Context: an optimization exercise on an open-source flow, tuned for small area, a short achievable clock period and few clock cycles. The choices shown serve that exercise and are no tape-out recipe.
At most, simulation tests tie the RTL to the original design; equivalence was not proved.
Power and IR drop assume default switching activity.

==> inputs of run a <==
==> flow/design.v <==
package kcpsmx3_inc;
localparam OPERAND_WIDTH    = 8;                     
localparam CODE_WIDTH       = 18;
localparam CODE_DEPTH       = 10;                    
localparam CODE_SIZE        = (1 << CODE_DEPTH);     
localparam PORT_WIDTH       = OPERAND_WIDTH;         
localparam PORT_DEPTH       = OPERAND_WIDTH;         
localparam PORT_SIZE        = (1 << PORT_DEPTH);     
localparam STACK_WIDTH      = CODE_DEPTH;            
localparam STACK_DEPTH      = 5;                     
localparam STACK_SIZE       = (1 << STACK_DEPTH);    
localparam REGISTER_WIDTH   = OPERAND_WIDTH;         
localparam REGISTER_DEPTH   = 4;                     
localparam REGISTER_SIZE    = (1 << REGISTER_DEPTH); 
localparam SCRATCH_WIDTH    = OPERAND_WIDTH;         
localparam SCRATCH_DEPTH    = 6;                     
localparam SCRATCH_SIZE     = (1 << SCRATCH_DEPTH);  
localparam OPERATION_WIDTH  = 5;
localparam RESET_VECTOR     = 0;                     
localparam INTERRUPT_VECTOR = (CODE_SIZE - 1);        
typedef enum logic [1:0] {
    Z           = 2'b00,  
    NZ          = 2'b01,  
    C           = 2'b10,  
    NC          = 2'b11   
} cond_flag_t;
typedef enum logic [1:0] {
    SA          = 2'b00,  
    RL_SRX      = 2'b01,  
    RR_SLX      = 2'b10,  
    SC          = 2'b11  
} shift_op_t;
typedef enum logic [4:0] {
    LOAD        = 5'h00,
    INPUT       = 5'h02,
    FETCH       = 5'h03,
    AND         = 5'h05,
    OR          = 5'h06,
    XOR         = 5'h07,
    TEST        = 5'h09,
    COMPARE     = 5'h0a,
    ADD         = 5'h0c,
    ADDCY       = 5'h0d,
    SUB         = 5'h0e,
    SUBCY       = 5'h0f,
    RS          = 5'h10,
    RETURN      = 5'h15,
    OUTPUT      = 5'h16,
    STORE       = 5'h17,
    CALL        = 5'h18,
    JUMP        = 5'h1a,
    RETURNI     = 5'h1c,
    INTERRUPT   = 5'h1e
} opcode_t;
typedef struct packed {
    logic [11:8] x_addr;                 
    logic [7:4] y_addr;                  
    logic [3:0] padding;                 
} reg_reg_instr_t;
typedef struct packed {
    logic [11:8] x_addr;                 
    logic [7:0] constant;                
} reg_const_instr_t;
typedef struct packed {
    logic [11:8] x_addr;                 
    logic [7:6] padding;                 
    logic [5:0] scratch_addr;            
} scratch_instr_t;
typedef struct packed {
    logic [11:8] x_addr;                 
    logic [7:0] port_addr;               
} port_instr_t;
typedef struct packed {
    logic [11:8] x_addr;                 
    logic [7:4] padding;                 
    logic [3:3] dir;                     
    shift_op_t  op;                      
    logic [0:0] constant;                
} shift_instr_t;
typedef struct packed {
    cond_flag_t flags;                   
    logic [9:0] code_addr;               
} jump_instr_t;
typedef struct packed {
    logic [11:1] padding;
    logic [0:0] en;
} int_instr_t;
typedef struct packed {
    opcode_t    operation;           
    logic       op_cond_sel;         
    union packed {                   
        reg_reg_instr_t reg_reg;
        reg_const_instr_t reg_const;
        scratch_instr_t scratch;
        port_instr_t port;
        shift_instr_t shift;
        jump_instr_t jump;
        int_instr_t interrupt;
    } instr_type;
} instr_t;
endpackage
import kcpsmx3_inc::*;
module kcpsmx(
    output logic [PORT_DEPTH-1:0]   port_id,         
    output logic                    write_strobe,    
    output logic [PORT_WIDTH-1:0]   out_port,        
    output logic                    read_strobe,     
    input        [PORT_WIDTH-1:0]   in_port,         
    input                           interrupt,       
    output logic                    interrupt_ack,   
    input                           reset,           
    input                           clk,             
    output logic [CODE_DEPTH-1:0]   address,         
    input        [CODE_WIDTH-1:0]   instruction      
);
assign interrupt_ack = 1'b0;
logic [9:0]  pc;
logic [17:0] ir;
logic        stall;              
logic        byx, byy;           
logic [15:0] selx, sely;         
logic [15:0][7:0] rf;            
logic [63:0][7:0] spr;           
logic [31:0][9:0] stk;           
logic [4:0]  sp;                 
logic [9:0]  tos;                
logic        carry, zero;
logic [7:0]  e_a, e_bx;          
logic [7:0]  e_sd;               
logic [7:0]  e_whi, e_wlo;       
logic [7:0]  e_rhi;              
logic        e_fa, e_fb;         
logic        e_far, e_faf;       
logic        e_fetch;
logic [3:0]  e_dst;
logic        e_regwrite, e_flagwrite;
logic        e_input, e_output, e_reti, e_push;
logic        e_sub;
logic [1:0]  e_cin;              
logic        e_sel_add, e_sel_and, e_sel_or, e_sel_xor, e_sel_sh, e_sel_b;
logic        e_test;
logic        e_sdir;
logic [1:0]  e_sop;
logic        e_sconst;
logic [9:0]  e_pushdata;
logic [3:0]  e_phi;              
logic [7:0]  e_plo;
logic [7:0]  res;
logic [3:0]  w_dst;
logic        w_regwrite, w_input, w_flagwrite, w_fetch;
logic [7:0]  fres;               
function automatic logic [4:0] uses(input logic [17:0] i);
    logic [4:0] o;
    logic alu, mem;
    o   = i[17:13];
    alu = (o == AND) | (o == OR) | (o == XOR) | (o == TEST) | (o == COMPARE) |
          (o == ADD) | (o == ADDCY) | (o == SUB) | (o == SUBCY);
    mem = (o == INPUT) | (o == OUTPUT) | (o == FETCH) | (o == STORE);
    uses = {alu | (o == RS) | (o == OUTPUT) | (o == STORE),
            i[12] & (alu | mem | (o == LOAD)),
            i[12] & mem,
            (o == STORE),
            1'b0};
endfunction
assign address = pc;
wire [4:0] op = ir[17:13];
wire d_load    = (op == LOAD);
wire d_input   = (op == INPUT);
wire d_fetch   = (op == FETCH);
wire d_and     = (op == AND);
wire d_or      = (op == OR);
wire d_xor     = (op == XOR);
wire d_test    = (op == TEST);
wire d_cmp     = (op == COMPARE);
wire d_add     = (op == ADD);
wire d_addcy   = (op == ADDCY);
wire d_sub     = (op == SUB);
wire d_subcy   = (op == SUBCY);
wire d_rs      = (op == RS);
wire d_ret     = (op == RETURN);
wire d_output  = (op == OUTPUT);
wire d_store   = (op == STORE);
wire d_call    = (op == CALL);
wire d_jump    = (op == JUMP);
wire d_reti    = (op == RETURNI);
wire d_arith     = d_add | d_addcy | d_sub | d_subcy | d_cmp;
wire d_regwrite  = d_load | d_input | d_fetch | d_and | d_or | d_xor |
                   d_add | d_addcy | d_sub | d_subcy | d_rs;
wire d_flagwrite = d_and | d_or | d_xor | d_test | d_arith | d_rs;
wire cond_ok = ~ir[12] | (ir[11] ? (carry ^ ir[10]) : (zero ^ ir[10]));
wire d_jmp  = (d_jump | d_call) & cond_ok;
wire d_retk = (d_ret & cond_ok) | d_reti;
wire d_push = d_call & cond_ok;
wire [9:0] pc_inc = pc + 10'd1;
wire [4:0] sp_inc = sp + 5'd1;
wire [7:0] wb_data = w_input ? in_port : (w_fetch ? fres : res);
wire [3:0] xa = ir[11:8];
wire [3:0] ya = ir[7:4];
logic [7:0] xr, yr;
always_comb begin
    xr = 8'd0;
    yr = 8'd0;
    for (int k = 0; k < 16; k++) begin
        xr = xr | (rf[k] & {8{selx[k]}});
        yr = yr | (rf[k] & {8{sely[k]}});
    end
end
wire [7:0] xv = byx ? wb_data : xr;
wire [7:0] yv = byy ? wb_data : yr;
wire [5:0] d_saddr = ir[12] ? yv[5:0] : ir[5:0];
wire [17:0] nxt = stall ? ir : instruction;
wire [4:0]  nxt_use = uses(instruction);
wire stall_nxt = ~stall & (
    (d_input & ((nxt_use[4] & (instruction[11:8] == xa)) |
                (nxt_use[3] & (instruction[7:4]  == xa)))) |
    (d_regwrite & ((nxt_use[2] & (instruction[7:4]  == xa)) |
                   (nxt_use[1] & (instruction[11:8] == xa)))) |
    (d_fetch & nxt_use[3] & (instruction[7:4] == xa)));
always_ff @(posedge clk) begin
    if (reset) begin
        pc    <= 10'd0;
        ir    <= 18'h02000;      
        sp    <= 5'd31;
        stall <= 1'b0;
        byx   <= 1'b0;
        byy   <= 1'b0;
        selx  <= 16'd0;
        sely  <= 16'd0;
    end else begin
        stall <= stall_nxt;
        byx   <= e_regwrite & (e_dst == nxt[11:8]);
        byy   <= e_regwrite & (e_dst == nxt[7:4]);
        if (!stall) begin
            ir <= instruction;
            for (int k = 0; k < 16; k++) begin
                selx[k] <= (instruction[11:8] == k);
                sely[k] <= (instruction[7:4] == k);
            end
            if (d_jmp)       pc <= ir[9:0];
            else if (d_retk) pc <= tos;
            else             pc <= pc_inc;
            if (d_push)      sp <= sp_inc;
            else if (d_retk) sp <= sp - 5'd1;
        end
    end
end
always_ff @(posedge clk) begin
    e_a   <= xv;
    e_bx  <= (ir[12] ? yv : ir[7:0]) ^ {8{d_sub | d_subcy | d_cmp}};
    if (d_store) e_sd <= xv;
    for (int k = 0; k < 8; k++) begin
        e_wlo[k] <= (d_saddr[2:0] == k);
        e_rhi[k] <= (d_saddr[5:3] == k);
    end
    e_dst <= xa;
    e_fa  <= e_regwrite & (e_dst == xa);
    e_far <= e_regwrite & ~e_fetch & (e_dst == xa);
    e_faf <= e_regwrite &  e_fetch & (e_dst == xa);
    e_fb  <= ir[12] & e_regwrite & (e_dst == ya);
    e_sub <= d_sub | d_subcy | d_cmp;
    e_cin <= d_addcy ? 2'd2 : d_subcy ? 2'd3 : (d_sub | d_cmp) ? 2'd1 : 2'd0;
    e_sel_add <= d_arith;
    e_sel_and <= d_and | d_test;
    e_sel_or  <= d_or;
    e_sel_xor <= d_xor;
    e_sel_sh  <= d_rs;
    e_sel_b   <= d_load;
    e_fetch   <= d_fetch;
    e_test    <= d_test;
    e_sdir    <= ir[3];
    e_sop     <= ir[2:1];
    e_sconst  <= ir[0];
    e_pushdata <= pc_inc;        
    for (int k = 0; k < 8; k++) e_plo[k] <= (sp_inc[2:0] == k);
    if (reset || stall) begin
        e_regwrite  <= 1'b0;
        e_flagwrite <= 1'b0;
        e_input     <= 1'b0;
        e_output    <= 1'b0;
        e_reti      <= 1'b0;
        e_push      <= 1'b0;
        e_phi       <= 4'd0;
        e_whi       <= 8'd0;
    end else begin
        e_regwrite  <= d_regwrite;
        e_flagwrite <= d_flagwrite;
        e_input     <= d_input;
        e_output    <= d_output;
        e_reti      <= d_reti;
        e_push      <= d_push;
        for (int k = 0; k < 4; k++) e_phi[k] <= d_push & (sp_inc[4:3] == k);
        for (int k = 0; k < 8; k++) e_whi[k] <= d_store & (d_saddr[5:3] == k);
    end
end
wire [7:0] a  = ({8{e_far}} & res) | ({8{e_faf}} & fres) | ({8{~e_fa}} & e_a);
wire [7:0] bx = e_fb ? (res ^ {8{e_sub}}) : e_bx;
wire [7:0] b  = bx;              
wire       cin = e_cin[1] ? (carry ^ e_cin[0]) : e_cin[0];
wire [9:0] sum2 = {1'b0, a, 1'b1} + {1'b0, bx, cin};
wire [8:0] sum  = sum2[9:1];
wire sbit = (e_sop == 2'b10) ? a[0] :
            (e_sop == 2'b01) ? a[7] :
            (e_sop == 2'b00) ? carry : e_sconst;
wire [7:0] shres = e_sdir ? {sbit, a[7:1]} : {a[6:0], sbit};
wire       shout = e_sdir ? a[0] : a[7];
wire [7:0] andv = a & b;
wire [7:0] orv  = a | b;
wire [7:0] xorv = a ^ b;
logic [7:0] scr;
always_comb begin
    logic [7:0] grp;
    scr = 8'd0;
    for (int g = 0; g < 8; g++) begin
        grp = 8'd0;
        for (int j = 0; j < 8; j++) grp = grp | (spr[8 * g + j] & {8{e_wlo[j]}});
        scr = scr | (grp & {8{e_rhi[g]}});
    end
end
wire [7:0] result = ({8{e_sel_add}} & sum[7:0]) |
                    ({8{e_sel_and}} & andv)     |
                    ({8{e_sel_or }} & orv)      |
                    ({8{e_sel_xor}} & xorv)     |
                    ({8{e_sel_sh }} & shres)    |
                    ({8{e_sel_b  }} & b);
wire c_new = (e_sel_add & (sum[8] ^ e_sub)) |
             (e_test    & (^andv))           |
             (e_sel_sh  & shout);
wire [7:0] zk    = {orv[6:0], cin};
wire       z_add = &(xorv ~^ zk);
wire z_new = (e_sel_add & z_add)       |
             (e_sel_and & ~|andv)      |
             (e_sel_or  & ~|orv)       |
             (e_sel_xor & ~|xorv)      |
             (e_sel_sh  & ~|shres);
always_ff @(posedge clk) begin
    for (int k = 0; k < 64; k++)
        if (e_whi[k / 8] && e_wlo[k % 8]) spr[k] <= e_sd;
    for (int k = 0; k < 32; k++)
        if (e_phi[k / 8] && e_plo[k % 8]) stk[k] <= e_pushdata;
    tos <= e_push ? e_pushdata : stk[sp];
end
always_ff @(posedge clk) begin
    res      <= result;
    fres     <= scr;
    w_dst    <= e_dst;
    port_id  <= e_bx;
    out_port <= a;
    if (reset) begin
        carry        <= 1'b0;
        zero         <= 1'b0;
        w_regwrite   <= 1'b0;
        w_input      <= 1'b0;
        w_fetch      <= 1'b0;
        w_flagwrite  <= 1'b0;
        read_strobe  <= 1'b0;
        write_strobe <= 1'b0;
    end else begin
        if (e_flagwrite) begin
            carry <= c_new;
            zero  <= z_new;
        end else if (e_reti && !w_flagwrite) begin
            carry <= 1'b0;
            zero  <= 1'b0;
        end
        w_regwrite   <= e_regwrite;
        w_input      <= e_input;
        w_fetch      <= e_fetch;
        w_flagwrite  <= e_flagwrite;
        read_strobe  <= e_input;
        write_strobe <= e_output;
    end
end
always_ff @(posedge clk) begin
    for (int k = 0; k < 16; k++)
        if (w_regwrite && w_dst == k) rf[k] <= wb_data;
end
endmodule
==> flow/run.sh <==
#!/bin/bash
# synth_recipe.tcl (not shown) runs the flow's synth.tcl, then flattens the netlist and writes it again
# the make line also repeats each setting of config.mk as NAME=value (left out here)
make -C /OpenROAD-flow-scripts/flow DESIGN_CONFIG=/design/flow/config.mk WORK_HOME=/design/flow/orfs CLKGATE_MAP_FILE= SYNTH_SCRIPT=/design/flow/synth_recipe.tcl finish
==> flow/config.mk <==
export PLATFORM = sky130hd
export DESIGN_NAME = kcpsmx
export DESIGN_NICKNAME = kcpsmx
export VERILOG_FILES = /design/flow/design.v
export SDC_FILE = /design/flow/constraint.sdc
export NUM_CORES = 4
export LEC_CHECK = 0
export ABC_CLOCK_PERIOD_IN_PS = 2200
export CAP_MARGIN = 20
export CORE_MARGIN = 2
export CORE_UTILIZATION = 75
export CTS_BUF_LIST = sky130_fd_sc_hd__clkbuf_8
export SETUP_SLACK_MARGIN = 3.5
export SLEW_MARGIN = 20
export TNS_END_PERCENT = 30
==> flow/constraint.sdc <==
create_clock -name core_clock -period 6.0 [get_ports {clk}]
set_input_delay 1.2000 -clock core_clock [delete_from_list [all_inputs] [get_ports {clk}]]
set_output_delay 1.2000 -clock core_clock [all_outputs]
set_load 0.01 [all_outputs]
==> run b (differences from run a) <==
--- a/flow/design.v
+++ b/flow/design.v
@@ -125,3 +125,4 @@
 logic [4:0]  sp;                 
-logic [9:0]  tos;                
+logic [3:0]  sp_hi;              
+logic [7:0]  sp_lo;
 logic        carry, zero;
@@ -129,4 +130,4 @@
 logic [7:0]  e_sd;               
-logic [7:0]  e_whi, e_wlo;       
-logic [7:0]  e_rhi;              
+logic [7:0]  e_shi, e_slo;       
+logic        e_store;
 logic        e_fa, e_fb;         
@@ -136,3 +137,3 @@
 logic        e_regwrite, e_flagwrite;
-logic        e_input, e_output, e_reti, e_push;
+logic        e_input, e_output, e_reti;
 logic        e_sub;
@@ -195,2 +196,13 @@
 wire [4:0] sp_inc = sp + 5'd1;
+wire [4:0] sp_nxt = stall ? sp : d_push ? sp_inc : d_retk ? sp - 5'd1 : sp;
+logic [9:0] tos;
+always_comb begin
+    logic [9:0] grp;
+    tos = 10'd0;
+    for (int g = 0; g < 4; g++) begin
+        grp = 10'd0;
+        for (int j = 0; j < 8; j++) grp = grp | (stk[8 * g + j] & {10{sp_lo[j]}});
+        tos = tos | (grp & {10{sp_hi[g]}});
+    end
+end
 wire [7:0] wb_data = w_input ? in_port : (w_fetch ? fres : res);
@@ -223,2 +235,4 @@
         sp    <= 5'd31;
+        sp_hi <= 4'b1000;
+        sp_lo <= 8'b1000_0000;
         stall <= 1'b0;
@@ -230,2 +244,5 @@
         stall <= stall_nxt;
+        sp    <= sp_nxt;
+        for (int k = 0; k < 4; k++) sp_hi[k] <= (sp_nxt[4:3] == k);
+        for (int k = 0; k < 8; k++) sp_lo[k] <= (sp_nxt[2:0] == k);
         byx   <= e_regwrite & (e_dst == nxt[11:8]);
@@ -241,4 +258,2 @@
             else             pc <= pc_inc;
-            if (d_push)      sp <= sp_inc;
-            else if (d_retk) sp <= sp - 5'd1;
         end
@@ -251,4 +266,4 @@
     for (int k = 0; k < 8; k++) begin
-        e_wlo[k] <= (d_saddr[2:0] == k);
-        e_rhi[k] <= (d_saddr[5:3] == k);
+        e_slo[k] <= (d_saddr[2:0] == k);
+        e_shi[k] <= (d_saddr[5:3] == k);
     end
@@ -280,5 +295,4 @@
         e_reti      <= 1'b0;
-        e_push      <= 1'b0;
         e_phi       <= 4'd0;
-        e_whi       <= 8'd0;
+        e_store     <= 1'b0;
     end else begin
@@ -289,5 +303,4 @@
         e_reti      <= d_reti;
-        e_push      <= d_push;
         for (int k = 0; k < 4; k++) e_phi[k] <= d_push & (sp_inc[4:3] == k);
-        for (int k = 0; k < 8; k++) e_whi[k] <= d_store & (d_saddr[5:3] == k);
+        e_store     <= d_store;
     end
@@ -314,4 +327,4 @@
         grp = 8'd0;
-        for (int j = 0; j < 8; j++) grp = grp | (spr[8 * g + j] & {8{e_wlo[j]}});
-        scr = scr | (grp & {8{e_rhi[g]}});
+        for (int j = 0; j < 8; j++) grp = grp | (spr[8 * g + j] & {8{e_slo[j]}});
+        scr = scr | (grp & {8{e_shi[g]}});
     end
@@ -336,6 +349,5 @@
     for (int k = 0; k < 64; k++)
-        if (e_whi[k / 8] && e_wlo[k % 8]) spr[k] <= e_sd;
+        if (e_store && e_shi[k / 8] && e_slo[k % 8]) spr[k] <= e_sd;
     for (int k = 0; k < 32; k++)
         if (e_phi[k / 8] && e_plo[k % 8]) stk[k] <= e_pushdata;
-    tos <= e_push ? e_pushdata : stk[sp];
 end
ABC_CLOCK_PERIOD_IN_PS = default   (was 2200)
CTS_CLUSTER_DIAMETER = 60   (was default)
CTS_CLUSTER_SIZE = 14   (was default)
SETUP_SLACK_MARGIN = 3.7   (was 3.5)
==> run c (differences from run a) <==
--- a/flow/design.v
+++ b/flow/design.v
@@ -125,3 +125,4 @@
 logic [4:0]  sp;                 
-logic [9:0]  tos;                
+logic [3:0]  sp_hi;              
+logic [7:0]  sp_lo;
 logic        carry, zero;
@@ -129,4 +130,4 @@
 logic [7:0]  e_sd;               
-logic [7:0]  e_whi, e_wlo;       
-logic [7:0]  e_rhi;              
+logic [7:0]  e_shi, e_slo;       
+logic        e_store;
 logic        e_fa, e_fb;         
@@ -136,3 +137,3 @@
 logic        e_regwrite, e_flagwrite;
-logic        e_input, e_output, e_reti, e_push;
+logic        e_input, e_output, e_reti;
 logic        e_sub;
@@ -195,2 +196,13 @@
 wire [4:0] sp_inc = sp + 5'd1;
+wire [4:0] sp_nxt = stall ? sp : d_push ? sp_inc : d_retk ? sp - 5'd1 : sp;
+logic [9:0] tos;
+always_comb begin
+    logic [9:0] grp;
+    tos = 10'd0;
+    for (int g = 0; g < 4; g++) begin
+        grp = 10'd0;
+        for (int j = 0; j < 8; j++) grp = grp | (stk[8 * g + j] & {10{sp_lo[j]}});
+        tos = tos | (grp & {10{sp_hi[g]}});
+    end
+end
 wire [7:0] wb_data = w_input ? in_port : (w_fetch ? fres : res);
@@ -223,2 +235,4 @@
         sp    <= 5'd31;
+        sp_hi <= 4'b1000;
+        sp_lo <= 8'b1000_0000;
         stall <= 1'b0;
@@ -230,2 +244,5 @@
         stall <= stall_nxt;
+        sp    <= sp_nxt;
+        for (int k = 0; k < 4; k++) sp_hi[k] <= (sp_nxt[4:3] == k);
+        for (int k = 0; k < 8; k++) sp_lo[k] <= (sp_nxt[2:0] == k);
         byx   <= e_regwrite & (e_dst == nxt[11:8]);
@@ -241,4 +258,2 @@
             else             pc <= pc_inc;
-            if (d_push)      sp <= sp_inc;
-            else if (d_retk) sp <= sp - 5'd1;
         end
@@ -251,4 +266,4 @@
     for (int k = 0; k < 8; k++) begin
-        e_wlo[k] <= (d_saddr[2:0] == k);
-        e_rhi[k] <= (d_saddr[5:3] == k);
+        e_slo[k] <= (d_saddr[2:0] == k);
+        e_shi[k] <= (d_saddr[5:3] == k);
     end
@@ -280,5 +295,4 @@
         e_reti      <= 1'b0;
-        e_push      <= 1'b0;
         e_phi       <= 4'd0;
-        e_whi       <= 8'd0;
+        e_store     <= 1'b0;
     end else begin
@@ -289,5 +303,4 @@
         e_reti      <= d_reti;
-        e_push      <= d_push;
         for (int k = 0; k < 4; k++) e_phi[k] <= d_push & (sp_inc[4:3] == k);
-        for (int k = 0; k < 8; k++) e_whi[k] <= d_store & (d_saddr[5:3] == k);
+        e_store     <= d_store;
     end
@@ -314,4 +327,4 @@
         grp = 8'd0;
-        for (int j = 0; j < 8; j++) grp = grp | (spr[8 * g + j] & {8{e_wlo[j]}});
-        scr = scr | (grp & {8{e_rhi[g]}});
+        for (int j = 0; j < 8; j++) grp = grp | (spr[8 * g + j] & {8{e_slo[j]}});
+        scr = scr | (grp & {8{e_shi[g]}});
     end
@@ -336,6 +349,5 @@
     for (int k = 0; k < 64; k++)
-        if (e_whi[k / 8] && e_wlo[k % 8]) spr[k] <= e_sd;
+        if (e_store && e_shi[k / 8] && e_slo[k % 8]) spr[k] <= e_sd;
     for (int k = 0; k < 32; k++)
         if (e_phi[k / 8] && e_plo[k % 8]) stk[k] <= e_pushdata;
-    tos <= e_push ? e_pushdata : stk[sp];
 end
ABC_CLOCK_PERIOD_IN_PS = default   (was 2200)
CTS_CLUSTER_DIAMETER = 40   (was default)
CTS_CLUSTER_SIZE = 12   (was default)
SETUP_SLACK_MARGIN = 3.7   (was 3.5)
==> summary.txt <==
quantity	run a	run b	run c
Result of the run	complete, no violations	complete, no violations	complete, no violations
Leakage power of the design	0.01705 µW	0.01567 µW	0.01610 µW
Max Clock Skew	0.02488 ns	0.03942 ns	0.03174 ns
First drt pass iteration count	7	23	28
Wire length the detailed router placed on met1	42,750 µm	41,000 µm	41,460 µm
Uppermost routed layer	met4	met5	met5
CTS clk-pin slew, worst paths	0.06 ns	0.09 ns	0.08 ns
Clock tree buffer count of the final layout	190	94	141
Critical path destination	port_id[2]	out_port[1]	out_port[1]
Data arrival time of the critical path	1.37 ns	1.22 ns	1.28 ns
Sequential share of cell area	65.83%	68.67%	67.36%
Tap Count	782	773	773
Die Span Y	250.6 µm	248.7 µm	248.7 µm
Post-Syn Area per Cell	16.27 µm²	15.10 µm²	15.10 µm²
ANT cells	2	2	1
Cell area after synthesis	45,610 µm²	44,910 µm²	44,910 µm²
Filler-free cell count of the finished design	3,843	3,816	3,891
Multi-input gate count	1,395	1,546	1,546
Transition time at the pin with the least slew margin	1.178 ns	1.188 ns	1.234 ns
Compound-gate portion of the synthesized area	9.772%	12.90%	12.90%
Fraction of layout instances using a drive strength above 1	17.98%	12.99%	15.21%
Number of setup buffers added after CTS	31	34	32
Testbench counts of run b, summed over its fixed seeds: cycles 296,972.
Testbench counts of run c, summed over its fixed seeds: cycles 296,972.
Function not checked in run a: the RTL went through the layout flow alone.

## static timing again, ports no longer ideal
How much do the figures lean on ideal ports? The routed layouts below were timed once more, with nothing changed but the port constraints.
Step 1: set_driving_cell puts a clkbuf_16 on clk and a buf_2 on each other input, an assumption about the parent block.
Step 2 times the ports against the registers' clock, not the clock port: input delays grow and output delays shrink by t, the midpoint of the rising clock arrivals with the driver on.
Slacks: no drivers / after step 1 / after step 2; pairs: no drivers / after step 1.
| run | t, ns | setup slack, ns | hold slack, ns | worst data-port slew with drivers (ns) |
|---|---|---|---|---|
| run a | 0.866 | 3.429 / 3.365 / 2.733 | 0.372 / 0.372 / 0.372 | 0.04 |
| run b | 0.786 | 3.582 / 3.517 / 2.986 | 0.429 / 0.429 / 0.429 | 0.04 |
| run c | 0.861 | 3.519 / 3.455 / 2.916 | 0.406 / 0.406 / 0.406 | 0.04 |
After both steps every run listed still meets setup and hold. For run a, which loses most, drivers alone change the setup slack by -0.064 ns; drivers and shift together by -0.696 ns.
